Background: an optimization exercise with open tools, aiming at small area, a short achievable clock period and few clock cycles. Do not read the settings as production practice. In this exercise RTL edits were held to simulation tests only and were not proved equivalent to the original.

$ cat design/flow/config.mk
export PLATFORM = sky130hd
export DESIGN_NAME = nlp16af
export DESIGN_NICKNAME = nlp16af
export VERILOG_FILES = /design/flow/design.v
export SDC_FILE = /design/flow/constraint.sdc
export NUM_CORES = 8
export LEC_CHECK = 0
export CAP_MARGIN = 20
export CORE_MARGIN = 2
export CORE_UTILIZATION = 40
export SLEW_MARGIN = 20
$ cat design/flow/constraint.sdc
create_clock -name core_clock -period 12.0 [get_ports {i_clk}]
set_input_delay 2.4000 -clock core_clock [delete_from_list [all_inputs] [get_ports {i_clk}]]
set_output_delay 2.4000 -clock core_clock [all_outputs]
set_load 0.01 [all_outputs]
$ cat design/flow/design.v
package common_pkg;
    typedef enum logic [3:0] {IF1,D1,IF2,D2,IF3,D3,PUSH1,PUSH2,POP1,POP2,EXE,EXEA,RD,WR} inst_state_e;
    typedef enum logic [5:0]{
        ALU_ADD     = 6'h0A,
        ALU_SUB     = 6'h09,
        ALU_INC     = 6'h1B,
        ALU_DEC     = 6'h18,
        ALU_AND     = 6'h06,
        ALU_OR      = 6'h12,
        ALU_NOT     = 6'h14,
        ALU_XOR     = 6'h16,
        ALU_SHL     = 6'h20,
        ALU_SHR     = 6'h30,
        ALU_SAL     = 6'h24,
        ALU_SAR     = 6'h34,
        ALU_ROL     = 6'h22,
        ALU_ROR     = 6'h32,
        ALU_MOV     = 6'h00
    } alu_op_e;
    typedef enum logic [3:0]{
        R_IR1       = 4'h0,
        R_IR2       = 4'h1,
        R_IR3       = 4'h3,
        R_IV        = 4'h2,
        R_FLAG      = 4'h4,
        R_MEM       = 4'hB,
        R_ADDR      = 4'hC,
        R_ZR        = 4'hF,
        R_IP        = 4'hD,
        R_SP        = 4'hE,
        R_REGA      = 4'h5,
        R_REGB      = 4'h6,
        R_REGC      = 4'h7,
        R_REGD      = 4'h8,
        R_REGE      = 4'h9,
        R_REGF      = 4'hA
    } reg_id_e;
    typedef enum logic [2:0]{
        FLAGT_NOP   = 3'o0,
        FLAGT_C     = 3'o4,
        FLAGT_V     = 3'o5,
        FLAGT_Z     = 3'o6,
        FLAGT_S     = 3'o7
    } flag_type_e;
endpackage
import common_pkg::*;
module instruction_decoder(
    input   logic           i_clk,
    input   logic           i_rst_n,
    input   logic   [15:0]  i_ir1,       
    input   logic   [15:0]  i_ir2,       
    output  common_pkg::inst_state_e    o_state,     
    output  logic           o_err,
    output  common_pkg::alu_op_e        o_alu_op,    
    output  common_pkg::reg_id_e        o_s1_addr,   
    output  common_pkg::reg_id_e        o_s2_addr,   
    output  common_pkg::reg_id_e        o_dest_addr, 
    output  logic           o_mem_wr,    
    output  logic           o_mem_rd,    
    output  common_pkg::reg_id_e        o_addr_reg,
    output  logic           o_reg_w_en,
    input   logic   [3:0]   i_flag_cond,
    output  logic           o_flag_w_en
);
    common_pkg::inst_state_e now_state,next_state;
    logic   [3:0]   inst;
    logic           op_inst,push_inst,pop_inst,call_inst,load_inst,store_inst,ma_inst;
    logic   [3:0]   flag_fld;
    logic           im16_inst;
    common_pkg::alu_op_e        alu_op;
    common_pkg::reg_id_e        ra1,ra2,ra3;
    common_pkg::flag_type_e     flag_type;
    logic           flag_inv;
    logic           flag_dec;
    logic           reg_w_en,mem_rd,mem_wr;
    logic           wb_phase,wb;
    assign  inst        = i_ir1[15:12];
    assign  im16_inst   = i_ir2[15:12] == R_IR3 || i_ir2[11:8] == R_IR3;
    assign  op_inst     = inst[3:2] == 2'b00;
    assign  push_inst   = inst[3:0] == 4'b1101;
    assign  pop_inst    = inst[3:0] == 4'b1100;
    assign  call_inst   = inst[3:0] == 4'b1011;
    assign  load_inst   = inst[3:0] == 4'b1000;
    assign  store_inst  = inst[3:0] == 4'b1001;
    assign  ma_inst     = load_inst | store_inst;
    assign  wb_phase    = now_state == EXE || now_state == EXEA || now_state == WR || now_state == RD || now_state == PUSH1 || now_state == PUSH2 || now_state == POP1 || now_state == POP2;
    assign alu_op       = common_pkg::alu_op_e'(op_inst ? i_ir1[13:8] : {2'b00,i_ir1[11:8]});
    assign ra1          = common_pkg::reg_id_e'(i_ir1[3:0]);
    assign ra2          = common_pkg::reg_id_e'(i_ir2[15:12]);
    assign ra3          = common_pkg::reg_id_e'(i_ir2[11:8]);
    assign  flag_fld    = i_ir1[7:4];
    assign  flag_type   = common_pkg::flag_type_e'(flag_fld[3:1]);
    assign  flag_inv    = flag_fld[0];
    assign  o_state     = now_state;
    always_ff @( posedge i_clk or negedge i_rst_n ) begin
        if(!i_rst_n)begin
            now_state <= IF1;
        end else begin
            now_state <= next_state;
        end
    end
    always_comb begin
        next_state = now_state;
        o_err = 0;
        case(now_state)
            IF1:                    next_state = D1;
            D1: begin
                if(push_inst)       next_state = PUSH1;
                else if(pop_inst)   next_state = POP1;
                else                next_state = IF2;
            end
            IF2:                    next_state = D2;
            D2: begin
                if(im16_inst)       next_state = IF3;
                else if(call_inst)  next_state = PUSH1;
                else if(ma_inst)    next_state = EXEA;
                else                next_state = EXE;
            end
            IF3:                    next_state = D3;
            D3: begin
                if(call_inst)       next_state = PUSH1;
                else if(ma_inst)    next_state = EXEA;
                else                next_state = EXE;
            end
            PUSH1:                  next_state = PUSH2;
            PUSH2: begin
                if(call_inst)       next_state = EXE;
                else                next_state = IF1;
            end
            POP1:                   next_state = POP2;
            POP2:                   next_state = IF1;
            EXE: begin
                                    next_state = IF1;
            end
            EXEA: begin
                if(load_inst)       next_state = RD;
                else                next_state = WR;
            end
            RD:                     next_state = IF1;
            WR:                     next_state = IF1;
            default: begin
                                    next_state = IF1;
                                    o_err = 1;
            end
        endcase
    end
    always_comb begin
        o_alu_op    = ALU_MOV;
        o_s1_addr   = R_ZR;
        o_s2_addr   = R_ZR;
        o_dest_addr = R_ZR;
        o_addr_reg  = R_ZR;
        mem_rd = 0;
        mem_wr = 0;
        case(now_state)
            IF1     :bus_ctrl(ALU_MOV,  R_IR1,  R_MEM,  R_ZR,   R_IP    );
            D1      :bus_ctrl(ALU_INC,  R_IP,   R_IP,   R_ZR,   R_IP    );
            IF2     :bus_ctrl(ALU_MOV,  R_IR2,  R_MEM,  R_ZR,   R_IP    );
            D2      :bus_ctrl(ALU_INC,  R_IP,   R_IP,   R_ZR,   R_IP    );
            IF3     :bus_ctrl(ALU_MOV,  R_IR3,  R_MEM,  R_ZR,   R_IP    );
            D3      :bus_ctrl(ALU_INC,  R_IP,   R_IP,   R_ZR,   R_IP    );
            PUSH1   :bus_ctrl(ALU_DEC,  R_SP,   R_SP,   R_ZR,   R_SP    );
            PUSH2   :bus_ctrl(ALU_MOV,  R_MEM,  ra1,    R_ZR,   R_SP    );
            POP1    :bus_ctrl(ALU_MOV,  ra1,    R_MEM,  R_ZR,   R_SP    );
            POP2    :bus_ctrl(ALU_INC,  R_SP,   R_SP,   R_ZR,   R_SP    );
            EXE     :bus_ctrl(alu_op,   ra1,    ra2,    ra3,    R_ZR    );
            EXEA    :bus_ctrl(alu_op,   R_ADDR, ra2,    ra3,    R_ZR    );
            RD      :bus_ctrl(ALU_MOV,  ra1,    R_MEM,  R_ZR,   R_ADDR  );
            WR      :bus_ctrl(ALU_MOV,  R_MEM,  ra1,    R_ZR,   R_ADDR  );
            default :bus_ctrl(ALU_MOV,  R_ZR,   R_ZR,   R_ZR,   R_ADDR  );
        endcase
    end
    task automatic bus_ctrl(
        input   common_pkg::alu_op_e    i_alu_op,
        input   common_pkg::reg_id_e    i_dest_addr,
        input   common_pkg::reg_id_e    i_s1_addr,
        input   common_pkg::reg_id_e    i_s2_addr,
        input   common_pkg::reg_id_e    addr_reg
    );
        begin
            o_s1_addr   = i_s1_addr;
            o_s2_addr   = i_s2_addr;
            o_dest_addr = i_dest_addr;
            o_addr_reg  = addr_reg;
            if (i_dest_addr == R_MEM) begin
                mem_wr    = 1;
                mem_rd    = 0;
            end
            else if (i_s1_addr == R_MEM || i_s2_addr == R_MEM) begin
                mem_rd    = 1;
            end
            o_alu_op= i_alu_op;
        end
    endtask
    always_comb begin
        case(flag_type)
            FLAGT_C:    flag_dec  = i_flag_cond[3] ^ flag_inv;
            FLAGT_S:    flag_dec  = i_flag_cond[2] ^ flag_inv;
            FLAGT_V:    flag_dec  = i_flag_cond[1] ^ flag_inv;
            FLAGT_Z:    flag_dec  = i_flag_cond[0] ^ flag_inv;
            FLAGT_NOP:  flag_dec  = 1'b0 ^ flag_inv;
            default:    flag_dec  = 1'b0 ^ flag_inv;
        endcase
    end
    assign  wb = wb_phase ? flag_dec : 1'b1;
    assign  o_reg_w_en  = wb;
    assign  o_mem_wr    = wb & mem_wr;
    assign  o_flag_w_en = wb & (now_state==EXE);
    assign  o_mem_rd    = mem_rd;
endmodule
import common_pkg::*;
module ALU (
    input   common_pkg::alu_op_e        i_ctrl,
    input   logic   [15:0]  i_data_a,   i_data_b,
    input   logic           i_carry,
    output  logic   [15:0]  o_data,
    output  logic   [3:0]   o_flag
);
    logic   [16:0]  o_alu;
    logic   flag_s,flag_z,flag_c,flag_v;
    assign o_alu = alu_core(i_ctrl, i_carry, i_data_a, i_data_b);
    assign flag_s = ~o_alu[15];
    assign flag_z = ~(o_alu==0);
    assign flag_c = o_alu[16];
    assign flag_v = 1'b0;
    assign o_flag = {flag_c, flag_s, flag_v, flag_z};
    assign  o_data = o_alu[15:0];
    function [16:0] alu_core(
        input   logic   [5:0]   i_ctrl,
        input   logic           i_carry,
        input   logic   [15:0]  i_data_a,
        input   logic   [15:0]  i_data_b
    );
        begin
            case(i_ctrl)
                ALU_ADD : alu_core = i_data_a + i_data_b;
                ALU_SUB : alu_core = i_data_a - i_data_b;
                ALU_INC : alu_core = i_data_a + 16'h0001;
                ALU_DEC : alu_core = i_data_a - 16'h0001;
                ALU_AND : alu_core = {1'b1,i_data_a & i_data_b};
                ALU_OR  : alu_core = {1'b1,i_data_a | i_data_b};
                ALU_NOT : alu_core = {1'b1,~i_data_a          };
                ALU_XOR : alu_core = {1'b1,i_data_a ^ i_data_b};
                ALU_SHL : alu_core = {1'b0,i_data_a[14:0], 1'b0};          
                ALU_SHR : alu_core = {1'b0,1'b0, i_data_a[15:1]};          
                ALU_SAL : alu_core = {1'b0,i_data_a[14:0], 1'b0};          
                ALU_SAR : alu_core = {1'b0,i_data_a[15], i_data_a[15:1]};  
                ALU_ROL : alu_core = {1'b0,i_data_a[14:0], i_data_a[15]};  
                ALU_ROR : alu_core = {1'b0,i_data_a[0], i_data_a[15:1]};   
                default : alu_core = {1'b0,i_data_a};
            endcase
        end
    endfunction
endmodule
import common_pkg::*;
module register_file(
    input   logic           i_clk,
    input   logic           i_rst_n,
    input   logic           i_reg_w_en,
    input   common_pkg::reg_id_e        i_dest_addr,
    input   common_pkg::reg_id_e        i_s1_addr,
    input   common_pkg::reg_id_e        i_s2_addr,
    input   common_pkg::reg_id_e        i_addr_reg,
    input   logic   [15:0]  i_dest_data,
    output  logic   [15:0]  o_s1_data,
    output  logic   [15:0]  o_s2_data,
    output  logic   [15:0]  o_addr,
    output  logic   [15:0]  o_ir1,
    output  logic   [15:0]  o_ir2,
    input   logic   [3:0]   i_flag_alu,
    input   logic           i_flag_w_en,
    output  logic   [3:0]   o_flag_reg
);
    logic   [15:0]  regfile[15:0];
    assign  o_ir1       = regfile[R_IR1];
    assign  o_ir2       = regfile[R_IR2];
    assign  o_flag_reg  = regfile[R_FLAG];
    logic   [15:0]  s1_val,s2_val,addr_val;
    always_comb begin
        s1_val  = reg_read(i_s1_addr );
        s2_val  = reg_read(i_s2_addr );
        addr_val= reg_read(i_addr_reg);
    end
    assign o_s1_data = s1_val;
    assign o_s2_data = s2_val;
    assign o_addr    = addr_val;
    always_ff @( posedge i_clk) begin
        if(!i_rst_n)begin
            for (int i = 0; i < 16; i++) begin
                regfile[i] <= 16'h0000;
            end
            regfile[R_SP] <= 16'hEFFF;
        end
        else begin
            if(i_reg_w_en && (i_dest_addr != R_FLAG)) regfile[i_dest_addr] <= i_dest_data;
            if(i_flag_w_en) regfile[R_FLAG] <= {12'h000,i_flag_alu};
        end
    end
    function [15:0]  reg_read(
        input   common_pkg::reg_id_e    i_addr
    );
        begin
            case(i_addr)
                R_IR2:  reg_read = regfile[i_addr] & 16'h00FF;
                R_MEM:  reg_read = 16'h0000;
                R_ZR:   reg_read = 16'h0000;
                default:reg_read = regfile[i_addr];
            endcase
        end
    endfunction
endmodule
import common_pkg::*;
module nlp16af(
    input   logic           i_clk,
    input   logic           i_rst_n,
    output  logic           o_wr,
    output  logic           o_rd,
    input   logic   [15:0]  i_bus,
    output  logic   [15:0]  o_bus,
    output  logic   [15:0]  o_address
);
    common_pkg::reg_id_e        s1_addr,s2_addr,dest_addr,addr_reg;
    logic   [15:0]  s1_data,s2_data,dest_data,addr;
    logic   [15:0]  data_a,data_b;
    logic   [15:0]  ir1,ir2;
    logic           carry;
    assign  carry   = flag_reg[3];
    assign  data_a  = s1_addr   == R_MEM ? i_bus    : s1_data;
    assign  data_b  = s2_addr   == R_MEM ? i_bus    : s2_data;
    assign  o_bus   = dest_addr == R_MEM ? dest_data: 16'h0000;
    assign  o_address = addr;
    assign  o_wr = mem_wr;
    assign  o_rd = mem_rd;
    logic   [15:0]  address;
    logic           mem_wr,mem_rd;
    common_pkg::alu_op_e        alu_op;
    logic   [3:0]   flag_alu;
    logic   [3:0]   flag_reg;
    logic           flag_w_en;
    logic           reg_w_en;
    common_pkg::inst_state_e    state;
    logic           err;
    instruction_decoder ID(
        .i_clk      (i_clk      ),
        .i_rst_n    (i_rst_n    ),
        .i_ir1      (ir1        ),
        .i_ir2      (ir2        ),
        .o_state    (state      ),
        .o_err      (err        ),
        .o_alu_op   (alu_op     ),
        .o_s1_addr  (s1_addr    ),
        .o_s2_addr  (s2_addr    ),
        .o_dest_addr(dest_addr  ),
        .o_mem_wr   (mem_wr     ),
        .o_mem_rd   (mem_rd     ),
        .o_addr_reg (addr_reg   ),
        .o_reg_w_en (reg_w_en  ),
        .i_flag_cond(flag_reg   ),
        .o_flag_w_en(flag_w_en  )
    );
    ALU ALU(
        .i_ctrl     (alu_op     ),
        .i_data_a   (data_a     ),
        .i_data_b   (data_b     ),
        .i_carry    (carry      ),
        .o_data     (dest_data  ),
        .o_flag     (flag_alu   )
    );
    register_file reg_file(
        .i_clk      (i_clk      ),
        .i_rst_n    (i_rst_n    ),
        .i_reg_w_en (reg_w_en   ),
        .i_flag_w_en(flag_w_en  ),
        .i_dest_addr(dest_addr  ),
        .i_s1_addr  (s1_addr    ),
        .i_s2_addr  (s2_addr    ),
        .i_addr_reg (addr_reg   ),
        .i_dest_data(dest_data  ),
        .o_s1_data  (s1_data    ),
        .o_s2_data  (s2_data    ),
        .o_addr     (addr       ),
        .o_ir1      (ir1        ),
        .o_ir2      (ir2        ),
        .i_flag_alu (flag_alu   ),
        .o_flag_reg (flag_reg   )
    );
endmodule
$ cat design/flow/run.sh
#!/bin/bash
# synth_recipe.tcl (not shown) runs the flow's synth.tcl, then flattens the netlist and writes it again
# the make line also repeats each setting of config.mk as NAME=value (left out here)
make -C /OpenROAD-flow-scripts/flow DESIGN_CONFIG=/design/flow/config.mk WORK_HOME=/design/flow/orfs CLKGATE_MAP_FILE= SYNTH_SCRIPT=/design/flow/synth_recipe.tcl finish
==> reports/qor.txt <==
CTS sink count: 259
clk buf depth: 3
clk slew on worst S/H paths: 0.06 ns
Buf/Inv on CP: 4
worst hold-check path type: register to register
RSZ-0062 raised after global routing: false
post-DR wirelength/cell: 29.7 µm
Syn Area/Cell: 8.92 µm²
I/O Pins: 52
Yosys top cell by area: edfxtp_1
DP Wirelength: 53.3 mm
Largest stage delay, worst path: 0.94 ns
Final period util: 88.2%
gpl congestion: 1.01
Synth warnings: 3
Worst-Skew Late Latency: 0.59 ns
DRC Markers: 0
Hold Buf Count CTS: 0
Achievable Freq: 94.5 MHz
Total GRT Usage: 32.6%
Layout fillers: 4473
slowest CP cell: dfrtp_1
final setup TNS: 0 ns
vias in the first global route: 17200
Rel. slew slack: 20.5%
EDFF count, synth: 255
share of cells above drive strength 1: 9.42%
cell row count: 79
CTS H-tree depth: 1
Die Height: 220 µm
startpoint types: register
synthesized area: 0.0187 mm²
Setup Viol. Count Final: 0
Root Buffer: clkbuf_16
die area: 0.0486 mm²
top cell type's share of synthesized area: 40.9%
placed inst area: 0.0198 mm²
Sequential cell area: 0.00776 mm²
DRT Wirelength: 80.1 mm
grt total ovfl: 0
post-synthesis sequential area ratio: 41.4%
nets@finish: 2130
worst hold slack: 0.835 ns
synth unique cells: 101
CP Cell Sequence: inv_2 -> mux2_2 -> a32o_2 -> nor3_2 -> buf_4 -> a32o_1 -> inv_1 -> ha_1 -> fa_1 -> o311a_1 -> o31ai_1 -> a221oi_1 -> o21bai_1 -> xor2_1 -> o21ai_2 -> nor2_1 -> clkdlybuf4s50_1
Antenna Cells: 0
Top delay family on crit path: compound AO/OA/AOI/OAI gates
Req. time, crit path: 9.60 ns
Crit path arrival time: 8.18 ns
max-slew violations: 0
post-route ant nets: 0
status: finished clean
Post-CTS Setup Repair Bufs: 0
CTS tree: built
Tightest Pin Transition: 1.19 ns
Synth area leaders: edfxtp_1 (41%), nand2_1 (6.6%), nor2_1 (6.1%), a211oi_1 (2.9%), ha_1 (2.7%)
Final Hold Viols: 0
pin count of the biggest net entering global routing: 89
first-pass GRT wire length: 116 mm
Crit Path Category: register to output port
CP Max Fanout: 42
vias per cell: 6.81
asr flop ratio synth: 1.54%
post-CTS sizing: 0
violation count after the first detailed-route iteration: 2983
ys flop type: edfxtp_1
critical path endpoint category: output port
initial antenna violation count: 1
detailed-route via count: 18400
Synth-to-Final Area Change: 10.4%
footprint of the multi-input gates: 0.0101 mm²
Worst Skew: 0.0115 ns
post-route cell area: 0.0207 mm²
number of max-cap violations: 0
number of synthesized register bits: 259
post-layout min period: 10.58 ns
core area: 0.0464 mm²
die width: 220 µm
Num CTS Buffers: 29
I/O Buffers: 51
Initial Utilization: 40.4%
Post-Syn Instances: 2101
first-pass iteration count of the detailed router: 8
==> flip-flops by register name (all words and copies together), names as in the netlist <==
name              count
reg_file.regfile    255
ID.now_state          4
==> final cells by class <==
type                    instances  share of cell area (%)
multi-input cells            1628                    49.0
flip-flops and latches        259                    37.5
repair buffers                110                    4.67
well taps                     607                    3.67
clock buffers                  32                    3.56
clock inverters                20                   0.811
inverters                      43                   0.780
==> final timing paths <==
path                                      start                     end  slack (ns)  depth (start not counted)
worst max-delay path            ID.now_state[3]               o_bus[14]        1.42                         17
worst min-delay path            ID.now_state[0]         ID.now_state[0]        0.84                          2
worst max register to register  ID.now_state[3]  reg_file.regfile[4][0]        3.97                         21
worst min register to register  ID.now_state[0]         ID.now_state[0]        0.84                          2
max in group asynchronous               i_rst_n         ID.now_state[2]        9.60                          2
min in group asynchronous               i_rst_n         ID.now_state[2]        2.16                          2
==> placed cells by master, fill, tap and decap left out, drive strengths merged, types with 11 or more instances in the layout <==
| cell type | n |
|---|---|
| a2111oi | 15 |
| a211oi | 79 |
| a21o | 13 |
| a21oi | 87 |
| a221oi | 36 |
| a311oi | 20 |
| a31oi | 70 |
| a32oi | 11 |
| and2 | 13 |
| and3 | 63 |
| buf | 59 |
| clkbuf | 32 |
| clkdlybuf4s50 | 51 |
| clkinv | 18 |
| conb | 13 |
| edfxtp | 255 |
| ha | 40 |
| inv | 43 |
| mux2 | 19 |
| mux2i | 51 |
| mux4 | 14 |
| nand2 | 329 |
| nand2b | 15 |
| nand3 | 42 |
| nor2 | 308 |
| nor2b | 37 |
| nor3 | 45 |
| o211ai | 17 |
| o21ai | 75 |
| o221ai | 13 |
| o22ai | 23 |
| xnor2 | 22 |
==> cell usage after synthesis, drive strengths merged, types with 6 or more instances <==
cell type and count:
o22ai 23, nand2b 15, o21ai 75, xnor2 22
a21oi 87, a211oi 79, a32oi 11, mux2i 51
nand3 42, a311oi 20, buf 78, o221ai 13
a221oi 36, nand2 329, a22o 6, nor2 308
clkbuf 105, nor4 7, a31oi 70, mux2 19
o21a 6, o31ai 6, a311o 7, o211ai 17
and2 13, and3 63, mux4 14, a21o 13
nor2b 37, or3 10, a22oi 6, a211o 8
ha 40, a2111oi 15, inv 42, nor3 45
xor2 7, edfxtp 255
==> per-stage QoR <==
| stage | cells | util, % | worst slack, ns |
|---|---|---|---|
| final | 2699 | 44.6 | 1.42 |
| after global routing | 2699 | 44.6 | 1.10 |
| after CTS | 2699 | 44.6 | 1.58 |
| after detailed placement | 2647 | 42.6 | 1.63 |
| after global placement | 2647 | 42.6 | 1.70 |
| after floorplan | 2113 | - | 3.07 |
==> worst reg2reg max path, cell delays in order (launching register included) <==
cell and delay [ns]:
dfrtp_1 0.94, inv_2 0.64, mux2_2 0.51, a32oi_4 0.57, buf_4 0.67, mux2_2 0.45
o221ai_1 0.15, o21ai_0 0.25, a32oi_1 0.59, inv_1 0.23, ha_1 0.43, nand2_1 0.15
nand3_1 0.11, o21ai_0 0.08, nand2_1 0.08, o221ai_1 0.11, a221oi_1 0.25, mux2i_1 0.15
a211o_1 0.34, a211oi_1 0.58, and4_1 0.35, a31oi_1 0.11
==> cells by family after synthesis <==
| kind of cell | share of synthesized area (%) |
|---|---|
| AND/OR/NAND/NOR | 21.9 |
| XOR/XNOR | 1.36 |
| multiplexers | 5.57 |
| other | 0.0200 |
| adder cells (fa/ha/maj) | 2.83 |
| AO/OA/AOI/OAI | 21.2 |
| buffers and inverters | 5.65 |
| flip-flops | 41.4 |
==> routing by layer <==
layer,GRT usage [%],vias to the layer above,share of wire [%]
met5,0,-,0
met4,15.6,0,5.4
met3,8.81,297,13
met2,48.5,1384,43
met1,43.9,8964,38
li1,-,7743,-
Testbench counts, summed over its fixed seeds: cycles 181,410.

## what the ideal ports hide
In the flow no input, the clock included, has a driving cell. The finished layout below was timed again as built, in two steps. Step 1 assumes that a clkbuf_16 drives the clock port and a buf_2 every other input. Step 2, shift: input delay + t, output delay - t, t = (earliest + latest rising clock arrival at the registers) / 2. This alone moves slack from input paths to output paths. Slacks: ideal / step 1 / step 2; pairs: ideal / step 1.
shift t [ns]: 0.642
setup WS [ns]: 1.418 / 1.359 / 1.500
hold slack, ns: 0.835 / 0.835 / 0.835
After both steps this run still meets setup and hold. For this run, drivers alone change the setup slack by -0.059 ns; drivers and shift together by +0.082 ns.
